What follows belongs to an exercise in optimizing a design on an open flow for small area; a production flow would make more cautious choices. The RTL was checked by simulation tests, not by an equivalence proof against the original design.

==> run Y: inputs <==
==> flow/design.v (excerpt) <==
module platformer_top (
    input        CLOCK_50,
    input  [3:0] KEY,
    input  [9:0] SW,
    output [9:0] LEDR,
    output [6:0] HEX0,
    output [6:0] HEX1,
    output [6:0] HEX2,
    output [6:0] HEX3,
    output       VGA_BLANK_N,
    output [7:0] VGA_R,
    output [7:0] VGA_G,
    output [7:0] VGA_B,
    output       VGA_CLK,
    output       VGA_HS,
    output       VGA_VS,
    output       VGA_SYNC_N
);
    wire clk = CLOCK_50;
    wire rst = SW[0];
    function ge;
        input [9:0] a, b;
        integer i;
        reg r;
        begin
            r = 1'b1;
            for (i = 0; i < 10; i = i + 1)
                r = (a[i] & ~b[i]) | (~(a[i] ^ b[i]) & r);
            ge = r;
        end
    endfunction
    function [15:0] inc16;
        input [15:0] a;
        input        c;
        integer i;
        reg k;
        begin
            k = c;
            for (i = 0; i < 16; i = i + 1) begin
                inc16[i] = a[i] ^ k;
                k = a[i] & k;
            end
        end
    endfunction
    function [9:0] addc;
        input [9:0] a, b;
        input       cin;
        integer i;
        reg c;
        begin
            c = cin;
            for (i = 0; i < 10; i = i + 1) begin
                addc[i] = a[i] ^ b[i] ^ c;
                c = (a[i] & b[i]) | (c & (a[i] ^ b[i]));
            end
        end
    endfunction
    reg [9:0] tick_lfsr;
    reg       game_tick;
    reg       vga_clk;
    wire tick_fb = tick_lfsr[9] ^ tick_lfsr[6] ^ (tick_lfsr[8:0] == 9'd0);
    always @(posedge clk or negedge rst) begin
        if (!rst) begin
            tick_lfsr <= 10'd0;
            game_tick <= 1'b0;
            vga_clk   <= 1'b0;
        end else begin
            tick_lfsr <= {tick_lfsr[8:0], tick_fb};
            game_tick <= (tick_lfsr == 10'd512);
            vga_clk   <= ~vga_clk;
        end
    end
    assign VGA_CLK    = vga_clk;
    assign VGA_SYNC_N = 1'b1;
    wire [9:0] x;
    wire [9:0] y;
    wire       active_pixels;
    vga_driver the_vga (
        .clk          (clk),
        .rst          (rst),
        .vga_clk      (vga_clk),
        .xPixel       (x),
        .yPixel       (y),
        .hsync        (VGA_HS),
  ...
Settings: LEC_CHECK=0, CAP_MARGIN=20, CORE_MARGIN=2, CORE_UTILIZATION=40, GPL_TIMING_DRIVEN=0, SLEW_MARGIN=20; clock period 20.0 ns.
standard.sh (not shown) runs the stock make flow with config.mk's settings and CLKGATE_MAP_FILE= SYNTH_SCRIPT=/design/flow/synth_recipe.tcl, a recipe that flattens the netlist after the stock synthesis.
==> flow/flow/run.sh <==
#!/bin/bash
# Own flow: the standard layout, except that synthesis maps the logic
# for area (see synth.tcl) and the port buffers are the smallest buffers.  Each tool's output goes
# to a log file of its own in this folder.
set -euo pipefail
WORK=$(pwd)
export OWN_ABC_SCRIPT="$WORK/flow/abc_area.script"

# synthesis: the standard synthesis script with the ABC script swapped
make -C "$FLOW_HOME" DESIGN_CONFIG="$WORK/config.mk" WORK_HOME="$WORK/orfs" \
    CLKGATE_MAP_FILE= SYNTH_SCRIPT="$WORK/flow/synth.tcl" synth > "$WORK/own_synth.log" 2>&1

# floorplan to the final layout: the standard flow, which reuses the
# synthesised netlist above.  Every input and output port still gets a
# buffer, but the smallest buffer cell rather than the default choice.
# Clock tree: the standard flow's options (sink clustering, repair of the clock nets),
# with 8x clock buffers and without the dummy loads CTS would add to
# balance the leaf nets.
export CTS_ARGS="-sink_clustering_enable -repair_clock_nets -dont_use_dummy_load -buf_list sky130_fd_sc_hd__clkbuf_8 -sink_clustering_size 40 -sink_clustering_max_diameter 200 -sink_buffer_max_cap_derate 0.05"
bash "$WORK/standard.sh" "BUFFER_PORTS_ARGS=-buffer_cell sky130_fd_sc_hd__buf_1" finish \
    > "$WORK/standard_finish.log" 2>&1
==> flow/flow/abc_area.script <==
&get -n
&st
&dc2
&dch -f
&nf -R 1000
&st
&dc2
&dch -f
&nf -R 1000
&st
&dc2
&dch -f
&nf -R 1000
&st
&dc2
&dch -f
&nf -R 1000
&st
&dc2
&dch -f
&nf -R 1000
&put
==> flow/flow/synth.tcl <==
# The standard synthesis (synth_recipe.tcl), with two changes to how the
# combinational logic is mapped:
#  - extract_fa extracts full adders only, not half adders: half-adder
#    extraction also grabs XOR/AND pairs out of decoders and comparisons,
#    which ABC then cannot optimise;
#  - ABC maps with the area-oriented script in flow/abc_area.script instead
#    of ORFS's speed script (which also buffers and upsizes for timing).
# Everything before, and so every register, its name and its cell, is the
# standard synthesis's.
proc synth {args} { yosys synth -nofsm -noshare {*}$args }
proc abc {args} {
  set i [lsearch $args -script]
  if {$i >= 0} {
    set args [lreplace $args [expr {$i + 1}] [expr {$i + 1}] $::env(OWN_ABC_SCRIPT)]
  }
  yosys abc {*}$args
}
proc extract_fa {args} { yosys extract_fa -fa {*}$args }
source $::env(SCRIPTS_DIR)/synth.tcl
# left out here: clear keep_hierarchy, flatten, clean up, hide names made inside functions, write 1_2_yosys.v
==> inputs of run G, as changes to run Y <==
--- a/flow/flow/run.sh
+++ b/flow/flow/run.sh
@@ -14,8 +14,8 @@
 # synthesised netlist above.  Every input and output port still gets a
 # buffer, but the smallest buffer cell rather than the default choice.
 # Clock tree: the standard flow's options (sink clustering, repair of the clock nets),
 # with 8x clock buffers and without the dummy loads CTS would add to
 # balance the leaf nets.
-export CTS_ARGS="-sink_clustering_enable -repair_clock_nets -dont_use_dummy_load -buf_list sky130_fd_sc_hd__clkbuf_8 -sink_clustering_size 40 -sink_clustering_max_diameter 200 -sink_buffer_max_cap_derate 0.05"
+export CTS_ARGS="-sink_clustering_enable -repair_clock_nets -dont_use_dummy_load -buf_list sky130_fd_sc_hd__clkbuf_8 -sink_clustering_size 40 -sink_clustering_max_diameter 200"
 bash "$WORK/standard.sh" "BUFFER_PORTS_ARGS=-buffer_cell sky130_fd_sc_hd__buf_1" finish \
     > "$WORK/standard_finish.log" 2>&1
Settings changed: CAP_MARGIN 20 to 5, SLEW_MARGIN 20 to 5.
==> inputs of run Z, as changes to run Y <==
--- a/flow/design.v
+++ b/flow/design.v
@@ -116,14 +116,14 @@
     wire [4:0] a6  = plat(x, y, 364,  430,  428,  430, 364, 368, 295, 310, 1);   
     wire [4:0] a7  = plat(x, y, 332,  382,  380,  382, 332, 334, 230, 245, 1);   
     wire [4:0] a8  = plat(x, y, 356,  430,  428,  430, 356, 358, 165, 180, 1);   
     wire [4:0] a9  = plat(x, y, 460,  550,  548,  550, 460, 464, 190, 240, 1);   
     wire [4:0] a10 = plat(x, y, 526, 1024, 1024, 1024, 526, 528, 360, 380, 0);   
-    wire [4:0] b0  = plat(x, y,   0,  100,   96,  100,   0,   0, 400, 511, 0);   
-    wire [4:0] b1  = plat(x, y, 184,  300,  298,  300, 184, 188, 400, 511, 0);   
-    wire [4:0] b2  = plat(x, y, 384,  502,  500,  502, 384, 388, 400, 511, 0);   
-    wire [4:0] b3  = plat(x, y, 536, 1024, 1024, 1024, 536, 538, 400, 511, 0);   
+    wire [4:0] b0  = plat(x, y,   0,  100,   96,  100,   0,   0, 400, 480, 0);   
+    wire [4:0] b1  = plat(x, y, 184,  300,  298,  300, 184, 188, 400, 480, 0);   
+    wire [4:0] b2  = plat(x, y, 384,  502,  500,  502, 384, 388, 400, 480, 0);   
+    wire [4:0] b3  = plat(x, y, 536, 1024, 1024, 1024, 536, 538, 400, 480, 0);   
     wire [4:0] b4  = plat(x, y, 106,  180,  178,  180, 106, 108, 370, 385, 1);   
     wire [4:0] b5  = plat(x, y, 334,  400,  396,  400, 334, 336, 350, 365, 1);   
     wire [4:0] oa = a0 | a1 | a2 | a3 | a4 | a5 | a6 | a7 | a8 | a9 | a10;
     wire [4:0] ob = b0 | b1 | b2 | b3 | b4 | b5;
     wire [4:0] o  = level ? ob : oa;
@@ -163,11 +163,11 @@
             end
         end
     endfunction
     wire [9:0] feet = {inc6(y[9:4]), y[3:0]};
     wire rising_lava_hit = lava_on && ge(x, 10'd256) && !ge(x, 10'd310) &&
-                           ge(feet, lava_top);
+                           ge(feet, lava_top) && ge(10'd479, y);
     wire in_water = ge(y, 10'd384) &&
                     ((ge(x, 10'd100) && !ge(x, 10'd184)) || (ge(x, 10'd300) && !ge(x, 10'd384)) || (ge(x, 10'd502) && !ge(x, 10'd536)));
     assign in_lava = level ? in_water
                            : ((ge(y, 10'd364) && !on_ground) || rising_lava_hit || hit_lava_wall);
 endmodule
@@ -183,11 +183,11 @@
     input  wire [9:0] land_y,
     input  wire       hit_ceiling,
     input  wire       hit_left_wall,
     input  wire       hit_right_wall,
     output reg  [9:0] player_x,
-    output wire [9:0] player_y,
+    output reg  [9:0] player_y,
     output reg        jump_landed_pulse
 );
     function ge;
         input [9:0] a, b;
         integer i;
@@ -209,12 +209,10 @@
                 add10[i] = a[i] ^ b[i] ^ c;
                 c = (a[i] & b[i]) | (c & (a[i] ^ b[i]));
             end
         end
     endfunction
-    reg [8:0] py;
-    assign player_y = {1'b0, py};
     reg [4:0] vy;           
     reg       was_in_air;
     wire run      = game_tick && !freeze;
     wire go_left  = move_left && !move_right && !hit_left_wall && ge(player_x, 10'd4);
     wire go_right = move_right && !move_left && !hit_right_wall && !ge(player_x, 10'd622);
@@ -228,17 +226,17 @@
     wire       y_moves = run && !landing && !stop_up;
     wire [9:0] y_move  = add10(player_y, y_moves ? {{5{dy[4]}}, dy} : 10'd0);
     always @(posedge clk or negedge rst) begin
         if (!rst) begin
             player_x          <= 10'd20;
-            py                <= 9'd344;
+            player_y          <= 10'd344;
             vy                <= 5'd0;
             was_in_air        <= 1'b0;
             jump_landed_pulse <= 1'b0;
         end else begin
             player_x <= add10(player_x, x_step);
-            py       <= (run && landing) ? land_y[8:0] : y_move[8:0];
+            player_y <= (run && landing) ? land_y : y_move;
             if (game_tick) begin
                 jump_landed_pulse <= run && landing && was_in_air;
                 if (!freeze) begin
                     vy <= y_moves ? dy : 5'd0;
                     if (jumping)
@@ -550,29 +548,49 @@
             if (in_proj) c = C_PROJ;
             if (inr(x, 10, 60) && inr(y, 395, 400)) c = C_GOLD;
         end
         if (in_player && figure) c = C_PLAYER;
     end
-    reg [23:0] p;
+    reg [23:0] t;
     always @(*) begin
-        case (c)
-            C_LIGHT: p = 24'hC0C0C0;
-            C_DARK: p = 24'h505050;
-            C_LAVA: p = 24'hFF4500;
-            C_GOLD: p = 24'hFFD700;
-            C_PLAYER: p = 24'h0000FF;
-            C_WALL: p = 24'hFF6600;
-            C_BROWN: p = 24'h964B00;
-            C_GRASS: p = 24'h3CB043;
-            C_WATER: p = 24'h00AFFF;
-            C_ENEMY: p = 24'hFF00FF;
-            C_PROJ: p = 24'hFFFFFF;
-            default: p = 24'bx;
+        case ({game_over ? 2'd1 : game_win ? 2'd2 : 2'd0, c})
+            {2'd0, 4'd0}: t = 24'hC0C0C0;    
+            {2'd0, 4'd1}: t = 24'h505050;    
+            {2'd0, 4'd2}: t = 24'hFF4500;    
+            {2'd0, 4'd3}: t = 24'hFFD700;    
+            {2'd0, 4'd4}: t = 24'h0000FF;    
+            {2'd0, 4'd5}: t = 24'hFF6600;    
+            {2'd0, 4'd6}: t = 24'h964B00;    
+            {2'd0, 4'd7}: t = 24'h3CB043;    
+            {2'd0, 4'd8}: t = 24'h00AFFF;    
+            {2'd0, 4'd9}: t = 24'hFF00FF;    
+            {2'd0, 4'd10}: t = 24'hFFFFFF;    
+            {2'd1, 4'd0}: t = 24'hE06060;    
+            {2'd1, 4'd1}: t = 24'h702828;    
+            {2'd1, 4'd2}: t = 24'hFF2200;    
+            {2'd1, 4'd3}: t = 24'hFF6B00;    
+            {2'd1, 4'd4}: t = 24'h60007F;    
+            {2'd1, 4'd5}: t = 24'hFF3300;    
+            {2'd1, 4'd6}: t = 24'hF62500;    
+            {2'd1, 4'd7}: t = 24'h7C5821;    
+            {2'd1, 4'd8}: t = 24'h60577F;    
+            {2'd1, 4'd9}: t = 24'hFF007F;    
+            {2'd1, 4'd10}: t = 24'hFF7F7F;    
+            {2'd2, 4'd0}: t = 24'hF0E0C0;    
+            {2'd2, 4'd1}: t = 24'h707050;    
+            {2'd2, 4'd2}: t = 24'hFF6500;    
+            {2'd2, 4'd3}: t = 24'hFFF700;    
+            {2'd2, 4'd4}: t = 24'h3020FF;    
+            {2'd2, 4'd5}: t = 24'hFF6600;    
+            {2'd2, 4'd6}: t = 24'hB66B00;    
+            {2'd2, 4'd7}: t = 24'h3CB043;    
+            {2'd2, 4'd8}: t = 24'h30AFFF;    
+            {2'd2, 4'd9}: t = 24'hFF20FF;    
+            {2'd2, 4'd10}: t = 24'hFFFFFF;    
+            default: t = 24'bx;
         endcase
     end
-    wire [23:0] t = game_over ? {p[23:16] | 8'h60, 1'b0, p[15:9], 1'b0, p[7:1]} :
-                    game_win  ? (p | 24'h302000) : p;
     assign VGA_R = t[23:16];
     assign VGA_G = t[15:8];
     assign VGA_B = t[7:0];
 endmodule
 module platformer_top (
==> flow/flow/run.sh (replaced) <==
#!/bin/bash
# Own flow: the standard layout, except that synthesis maps the logic
# for area (see synth.tcl) and the port buffers are the smallest buffers.  Each tool's output goes
# to a log file of its own in this folder.
set -euo pipefail
WORK=$(pwd)
export OWN_ABC_SCRIPT="$WORK/flow/abc_area.script"

# synthesis: the standard synthesis script with the ABC script swapped
make -C "$FLOW_HOME" DESIGN_CONFIG="$WORK/config.mk" WORK_HOME="$WORK/orfs" \
    CLKGATE_MAP_FILE= SYNTH_SCRIPT="$WORK/flow/synth.tcl" synth > "$WORK/own_synth.log" 2>&1

# floorplan to the final layout: the standard flow, which reuses the
# synthesised netlist above.  Every input and output port still gets a
# buffer, but the smallest buffer cell rather than the default choice.
bash "$WORK/standard.sh" "BUFFER_PORTS_ARGS=-buffer_cell sky130_fd_sc_hd__buf_1" finish \
    > "$WORK/standard_finish.log" 2>&1
==> flow/flow/abc_area.script (replaced) <==
&get -n
&st
&dch -f
&nf -R 1000
&st
&dch -f
&nf -R 1000
&st
&dch -f
&nf -R 1000
&st
&dch -f
&nf -R 1000
&st
&dch -f
&nf -R 1000
&put
Settings changed: GPL_TIMING_DRIVEN 0 to unset.
==> inputs of run A, as changes to run Y <==
==> flow/flow/run.sh (replaced) <==
#!/bin/bash
# Own flow: the standard layout, except that synthesis maps the logic
# for area (see synth.tcl) and the port buffers are the smallest buffers.  Each tool's output goes
# to a log file of its own in this folder.
set -euo pipefail
WORK=$(pwd)
export OWN_ABC_SCRIPT="$WORK/flow/abc_area.script"

# synthesis: the standard synthesis script with the ABC script swapped
make -C "$FLOW_HOME" DESIGN_CONFIG="$WORK/config.mk" WORK_HOME="$WORK/orfs" \
    CLKGATE_MAP_FILE= SYNTH_SCRIPT="$WORK/flow/synth.tcl" synth > "$WORK/own_synth.log" 2>&1

# floorplan to the final layout: the standard flow, which reuses the
# synthesised netlist above.  Every input and output port still gets a
# buffer, but the smallest buffer cell rather than the default choice.
bash "$WORK/standard.sh" "BUFFER_PORTS_ARGS=-buffer_cell sky130_fd_sc_hd__buf_1" finish \
    > "$WORK/standard_finish.log" 2>&1
Settings changed: CAP_MARGIN 20 to 0, CTS_BUF_LIST set to sky130_fd_sc_hd__clkbuf_8, CTS_CLUSTER_DIAMETER set to 200, CTS_CLUSTER_SIZE set to 40, SLEW_MARGIN 20 to 0.
==> notes <==
- Run Z completed without violations. Run G ran to the end with no violations. Run Y completed without violations. Run A ended with an error in final report.
- Against run G, the clock skew of run Y is higher by 0.0065 ns.
- In utilization, run Y and run G hardly differ.
- Of run Z and run G, run Z has the higher register-to-register slack (gap 0.24 ns).
- Routed wire length, lowest first: run G, run Y, run A, run Z.
- The lowest non-clock buffer count belongs to run G, the highest to run Z.
- Sequential share of layout area is about the same in run G and run Y.
- Of run G and run Z, run Z has the higher maximum frequency (gap about 3%, measured against run Z).

static timing again, ports no longer ideal:
How much do the figures lean on ideal ports? The routed layouts below were timed once more, with nothing changed but the port constraints.
Step 1 sets driving cells, clkbuf_16 on the clock port and buf_2 on the other inputs (assumed; they add their load-dependent delay and slew).
Step 2 adds t to the input delays and takes it off the output delays; t is the mean of the earliest and latest rising clock arrival at the registers after step 1. Input paths then give back, and output paths get back, about the clock's delay inside the block.
Slacks: ideal ports / drivers / drivers and shift; pairs: ideal ports / drivers.
run | shift t [ns] | setup slack, ns | hold slack, ns | slew at the worst register clock pin (ns)
run Y | 0.497 | 3.708 / 3.662 / 4.159 | 0.385 / 0.385 / 0.385 | 0.10 / 0.10
run G | 0.503 | 3.764 / 3.720 / 4.223 | 0.384 / 0.384 / 0.384 | 0.09 / 0.09
run Z | 0.482 | 4.250 / 4.202 / 4.685 | 0.377 / 0.377 / 0.377 | 0.07 / 0.07
After both steps setup and hold are still met in every run listed.
